Source: an optimization exercise on an open RTL-to-GDS flow (aim: small area, a short achievable clock period and few clock cycles per item). Production flows keep margins and buffers that such runs may drop. RTL that was checked went through simulation tests only; none was proved equivalent to the original.

Setup of sierra:
==> module radd, before the edit <==
module radd(input [17:0] r, input [15:0] t, output [17:0] s);
  wire [8:0] cl;
  wire [10:0] c0, c1;
  wire [9:0] s0, s1;
  wire [9:0] th = {2'b00, t[15:8]};
  assign cl[0] = 1'b0;
  genvar i;
  generate
    for (i = 0; i < 8; i = i + 1) begin : lo
      assign s[i]    = r[i] ^ t[i] ^ cl[i];
      assign cl[i+1] = (r[i] & t[i]) | (r[i] & cl[i]) | (t[i] & cl[i]);
    end
    assign c0[0] = 1'b0;
    assign c1[0] = 1'b1;
    for (i = 0; i < 10; i = i + 1) begin : hi
      assign s0[i]   = r[8+i] ^ th[i] ^ c0[i];
      assign c0[i+1] = (r[8+i] & th[i]) | (r[8+i] & c0[i]) | (th[i] & c0[i]);
      assign s1[i]   = r[8+i] ^ th[i] ^ c1[i];
      assign c1[i+1] = (r[8+i] & th[i]) | (r[8+i] & c1[i]) | (th[i] & c1[i]);
    end
  endgenerate
  assign s[17:8] = cl[8] ? s1 : s0;
endmodule
==> module Exponential, before the edit <==
module Exponential(input clk, rst, start, input [15:0] x,
                   output done, output [1:0] intpart, output [15:0] fracpart);
  reg        busy;
  reg [3:0]  step;
  reg [7:0]  one, two, neg;    
  reg        one8;             
  reg [15:0] t;       
  reg [17:0] r;       
  reg        acc;     
  wire [31:0] p0, p1;
  mulb mul(.one(one), .two(two), .neg(neg), .one8(one8), .b(t), .s0(p0), .s1(p1));
  wire [15:0] p;
  wire        c16, c17, c18, c19;
  cpa32h cpa(.a(p0), .b(p1), .s(p), .c16(c16), .c17(c17), .c18(c18), .c19(c19));
  wire [31:0] hs = p0 ^ p1;
  wire [31:0] ho = p0 | p1;
  wire [31:17] ez = ~(hs[31:17] ^ ho[30:16]);
  wire        ez_hi = &ez[31:20];
  reg zero;
  always @(*) begin
    case (step)
      4'd0:    zero = ez_hi & (&ez[19:18]) & ~(hs[17] ^ c17);
      4'd3:    zero = ez_hi & ez[19] & ~(hs[18] ^ c18);
      4'd10:   zero = ez_hi & ~(hs[19] ^ c19);
      default: zero = ez_hi & (&ez[19:17]) & ~(hs[16] ^ c16);
    endcase
  end
  reg [15:0] q;
  always @(*) begin
    case (step)
      4'd0:    q = {1'b0, p[15:1]};
      4'd3:    q = {2'b0, p[15:2]};
      4'd10:   q = {3'b0, p[15:3]};
      default: q = p;
    endcase
  end
  wire q_term = (step == 4'd0) | (step == 4'd2) | (step == 4'd3) | (step == 4'd5) |
                (step == 4'd7) | (step == 4'd9) | (step == 4'd10);
  wire last   = (step == 4'd11) | zero;
  reg [15:0] y_next;
  always @(*) begin
    case (step)
      4'd1:    y_next = 16'h5555;
      4'd4:    y_next = 16'h3333;
      4'd6:    y_next = 16'h2AAA;
      4'd8:    y_next = 16'h2492;
      default: y_next = x;
    endcase
  end
  wire [15:0] y = (start & ~busy) ? x : y_next;
  wire [16:0] ym = {y, 1'b0};    
  reg  [7:0]  one_n, two_n, neg_n;
  integer j;
  always @(*) begin
    for (j = 0; j < 8; j = j + 1) begin
      one_n[j] = ym[2*j+1] ^ ym[2*j];
      two_n[j] = (ym[2*j+2] & ~ym[2*j+1] & ~ym[2*j]) | (~ym[2*j+2] & ym[2*j+1] & ym[2*j]);
      neg_n[j] = ym[2*j+2];
    end
  end
  assign {intpart, fracpart} = r;
  wire [17:0] rsum;
  radd ra(.r(r), .t(acc ? t : 16'd0), .s(rsum));
  assign done = ~busy;
  wire go = start & ~busy;
  reg [15:0] t0;
  reg        bw;
  integer    i;
  always @(*) begin
    bw = 1'b1;
    t0[0] = x[0];
    for (i = 1; i < 16; i = i + 1) begin
      t0[i] = x[i] ^ bw;
      bw = bw & ~x[i];
    end
    if (bw)
      t0 = 16'd0;
  end
  always @(posedge clk or posedge rst) begin
    if (rst)
      busy <= 1'b0;
    else if (go)
      busy <= 1'b1;
    else if (last)
      busy <= 1'b0;
  end
  always @(posedge clk) begin
    step <= go ? 4'd0 : step + 4'd1;
    one  <= one_n;
    two  <= two_n;
    neg  <= neg_n;
    one8 <= y[15];
    t    <= go ? t0 : q;
    acc  <= go | q_term;
    if (go)
      r <= 18'h0FFFF;
    else if (busy)
      r <= rsum;
  end
endmodule
make LEC_CHECK=0 CAP_MARGIN=20 CORE_MARGIN=2 CORE_UTILIZATION=60 SETUP_SLACK_MARGIN=3 SLEW_MARGIN=20 finish   # period 9.0 ns
run.sh (not shown) runs the stock make flow with config.mk's settings and CLKGATE_MAP_FILE= SYNTH_SCRIPT=/design/flow/synth_recipe.tcl, a recipe that flattens the netlist after the stock synthesis.
Testbench counts of sierra, summed over its fixed seeds: cycles 3,484, items 384.
The inputs of juniper differ from those of sierra as listed below.
--- a/flow/design.v
+++ b/flow/design.v
@@ -1,25 +1,2 @@
-module radd(input [17:0] r, input [15:0] t, output [17:0] s);
-  wire [8:0] cl;
-  wire [10:0] c0, c1;
-  wire [9:0] s0, s1;
-  wire [9:0] th = {2'b00, t[15:8]};
-  assign cl[0] = 1'b0;
-  genvar i;
-  generate
-    for (i = 0; i < 8; i = i + 1) begin : lo
-      assign s[i]    = r[i] ^ t[i] ^ cl[i];
-      assign cl[i+1] = (r[i] & t[i]) | (r[i] & cl[i]) | (t[i] & cl[i]);
-    end
-    assign c0[0] = 1'b0;
-    assign c1[0] = 1'b1;
-    for (i = 0; i < 10; i = i + 1) begin : hi
-      assign s0[i]   = r[8+i] ^ th[i] ^ c0[i];
-      assign c0[i+1] = (r[8+i] & th[i]) | (r[8+i] & c0[i]) | (th[i] & c0[i]);
-      assign s1[i]   = r[8+i] ^ th[i] ^ c1[i];
-      assign c1[i+1] = (r[8+i] & th[i]) | (r[8+i] & c1[i]) | (th[i] & c1[i]);
-    end
-  endgenerate
-  assign s[17:8] = cl[8] ? s1 : s0;
-endmodule
 module mulb(input [7:0] one, input [7:0] two, input [7:0] neg, input one8,
   input [15:0] b, output [31:0] s0, output [31:0] s1);
@@ -951,6 +928,4 @@
   end
   assign {intpart, fracpart} = r;
-  wire [17:0] rsum;
-  radd ra(.r(r), .t(acc ? t : 16'd0), .s(rsum));
   assign done = ~busy;
   wire go = start & ~busy;
@@ -987,5 +962,5 @@
       r <= 18'h0FFFF;
     else if (busy)
-      r <= rsum;
+      r <= r + (acc ? {2'b00, t} : 18'd0);
   end
 endmodule
Findings:
Timing, DRC, antenna: 0 failures across juniper and sierra
Lower biggest fanout along the worst timing path was reported by juniper, not sierra.
There was hardly any difference in largest clock skew in the final design between juniper and sierra.
juniper: fraction of standard cell area in multi-input logic lower than sierra
The run showing the smaller synthesized cell count is juniper.
Relative to sierra, the final cell area reported for juniper is lower.
Area share of buffers outside the clock network: juniper and sierra compared, higher one is juniper
Compared with sierra, juniper shows final period demand of the worst path higher by 0.047 ns.
Looking at juniper and sierra, the remaining max-slew budget at the tightest pin is a wash.
Layout-stage area growth over the synthesis result up 0.94 points in juniper wrt sierra
Vias: juniper below sierra
Function not checked in juniper: the RTL went through the layout flow alone.

========
Setup of build 3:
Exponential, a different RTL version from the one above (not shown whole).
For scale: about 1200 cells after synthesis, ~64 flip-flops, ~38 I/O pins, ~10000 µm² of cells after synthesis.
// Exponential
module Exponential(input clk, rst, start, input [15:0] x,
                   output done, output [1:0] intpart, output [15:0] fracpart);
==> module Exponential, before the edit <==
module Exponential(input clk, rst, start, input [15:0] x,
                   output done, output [1:0] intpart, output [15:0] fracpart);
  reg        busy;
  reg [3:0]  step;
  reg [7:0]  one, two, neg;    
  reg        one8;             
  reg [15:0] t;       
  reg [17:0] r;       
  reg        acc;     
  wire [31:0] p0, p1;
  mulb mul(.one(one), .two(two), .neg(neg), .one8(one8), .b(t), .s0(p0), .s1(p1));
  wire [15:0] p;
  wire        c16, c17, c18, c19;
  cpa32h cpa(.a(p0), .b(p1), .s(p), .c16(c16), .c17(c17), .c18(c18), .c19(c19));
  reg [15:0] q;
  always @(*) begin
    case (step)
      4'd0:    q = {1'b0, p[15:1]};
      4'd3:    q = {2'b0, p[15:2]};
      4'd10:   q = {3'b0, p[15:3]};
      default: q = p;
    endcase
  end
  wire q_term = (step == 4'd0) | (step == 4'd2) | (step == 4'd3) | (step == 4'd5) |
                (step == 4'd7) | (step == 4'd9) | (step == 4'd10);
  wire tz     = (t == 16'd0);    
  wire go     = start & done;
  reg [15:0] y_next;
  always @(*) begin
    case (step)
      4'd1:    y_next = 16'h5555;
      4'd4:    y_next = 16'h3333;
      4'd6:    y_next = 16'h2AAA;
      4'd8:    y_next = 16'h2492;
      default: y_next = x;
    endcase
  end
  wire [15:0] y = go ? x : y_next;
  wire [16:0] ym = {y, 1'b0};    
  wire [7:0]  one_n, two_n, neg_n;
  genvar j;
  generate
    for (j = 0; j < 8; j = j + 1) begin : enc
      assign one_n[j] = ym[2*j+1] ^ ym[2*j];
      assign two_n[j] = (ym[2*j+2] & ~ym[2*j+1] & ~ym[2*j]) | (~ym[2*j+2] & ym[2*j+1] & ym[2*j]);
      assign neg_n[j] = ym[2*j+2];
    end
  endgenerate
  assign {intpart, fracpart} = r;
  wire [17:0] rsum;
  radd ra(.r(r), .t(acc ? t : 16'd0), .s(rsum));
  assign done = ~busy | tz;
  wire [15:0] bw;       
  wire [15:0] xd;       
  assign bw[1] = 1'b1;
  assign xd[0] = x[0];
  generate
    for (j = 1; j < 16; j = j + 1) begin : dec
      assign xd[j] = x[j] ^ bw[j];
      if (j < 15) begin : b
        assign bw[j+1] = bw[j] & ~x[j];
      end
    end
  endgenerate
  assign bw[0] = 1'b0;
  wire [15:0] t0 = (bw[15] & ~x[15]) ? 16'd0 : xd;
  always @(posedge clk or posedge rst) begin
    if (rst)
      busy <= 1'b0;
    else if (go)
      busy <= 1'b1;
    else if (tz | (step == 4'd11))
      busy <= 1'b0;
  end
  always @(posedge clk) begin
    step <= go ? 4'd0 : step + 4'd1;
    one  <= one_n;
    two  <= two_n;
    neg  <= neg_n;
    one8 <= y[15];
    t    <= go ? t0 : q;
    acc  <= go | q_term;
    if (go)
      r <= 18'h0FFFF;
    else if (busy)
      r <= rsum;
  end
endmodule
clock: 9.0 ns
lec_check: 0
cap_margin: 20
core_margin: 2
core_utilization: 60
cts_buf_list: sky130_fd_sc_hd__clkbuf_4 sky130_fd_sc_hd__clkbuf_8
cts_cluster_size: 40
setup_slack_margin: 3
slew_margin: 20
Testbench counts of build 3, summed over its fixed seeds: cycles 3,484, items 384.
The inputs of trial 88 differ from those of build 3 as listed below.
--- a/flow/design.v
+++ b/flow/design.v
@@ -741,12 +741,18 @@
       default: q = p;
     endcase
   end
   wire q_term = (step == 4'd0) | (step == 4'd2) | (step == 4'd3) | (step == 4'd5) |
                 (step == 4'd7) | (step == 4'd9) | (step == 4'd10);
   wire tz     = (t == 16'd0);    
+  wire small3 = (t[15:3] == 13'd0);
+  wire cz     = ((step == 4'd2) & small3 & (t[2:0] <= 3'd3)) |    
+                ((step == 4'd5) & small3 & (t[2:0] <= 3'd5)) |    
+                ((step == 4'd7) & small3 & (t[2:0] <= 3'd6)) |    
+                ((step == 4'd9) & small3);                        
+  wire fin    = tz | cz;         
   wire go     = start & done;
   reg [15:0] y_next;
   always @(*) begin
     case (step)
       4'd1:    y_next = 16'h5555;
       4'd4:    y_next = 16'h3333;
@@ -766,13 +772,13 @@
       assign neg_n[j] = ym[2*j+2];
     end
   endgenerate
   assign {intpart, fracpart} = r;
   wire [17:0] rsum;
   radd ra(.r(r), .t(acc ? t : 16'd0), .s(rsum));
-  assign done = ~busy | tz;
+  assign done = ~busy | fin;
   wire [15:0] bw;       
   wire [15:0] xd;       
   assign bw[1] = 1'b1;
   assign xd[0] = x[0];
   generate
     for (j = 1; j < 16; j = j + 1) begin : dec
@@ -786,13 +792,13 @@
   wire [15:0] t0 = (bw[15] & ~x[15]) ? 16'd0 : xd;
   always @(posedge clk or posedge rst) begin
     if (rst)
       busy <= 1'b0;
     else if (go)
       busy <= 1'b1;
-    else if (tz | (step == 4'd11))
+    else if (fin | (step == 4'd11))
       busy <= 1'b0;
   end
   always @(posedge clk) begin
     step <= go ? 4'd0 : step + 4'd1;
     one  <= one_n;
     two  <= two_n;
--- outcome ---
~same global-route usage in build 3 and trial 88
Compared trial 88 against build 3; portion of the layout cell area used by clock cells within noise.
For routed length on met1, dividing the value from trial 88 by the value from build 3 gives 0.937.
Between build 3 and trial 88, global-route track usage on met1 is higher for build 3, trial 88 comes in under that.
Proportion of synthesized chip area in sequential cells: trial 88 vs build 3 up 0.51 points
Compared with build 3, in trial 88 non-clock buffer instance count of the final layout went up; via count normalized by instance count went up; worst setup slack went down.
Testbench counts of trial 88, summed over its fixed seeds: cycles 3,338, items 384.

static timing again, ports no longer ideal:
In the flow no input, the clock included, has a driving cell. The finished layouts below were timed again as built, in two steps. Step 1 assumes that a clkbuf_16 drives the clock port and a buf_2 every other input. Step 2 adds t to the input delays and takes it off the output delays; t is the mean of the earliest and latest rising clock arrival at the registers after step 1. Input paths then give back, and output paths get back, about the clock's delay inside the block. Three values: ideal ports, drivers, drivers and shift; two values: the first two.
run	shift t [ns]	setup slack, ns	clock arrival spread, ns	worst data-port slew with drivers (ns)	pins driven straight from the clock port
sierra	0.373	3.253 / 3.253 / 3.159	0.012 / 0.012	0.05	1
juniper	0.379	3.206 / 3.206 / 2.987	0.011 / 0.010	0.04	1
build 3	0.377	3.264 / 3.264 / 3.264	0.013 / 0.013	0.05	1
trial 88	0.395	3.188 / 3.188 / 3.188	0.020 / 0.020	0.05	1
After both steps setup and hold are still met in every run listed. For juniper, which loses most, drivers alone change the setup slack by 0.000 ns; drivers and shift together by -0.219 ns.
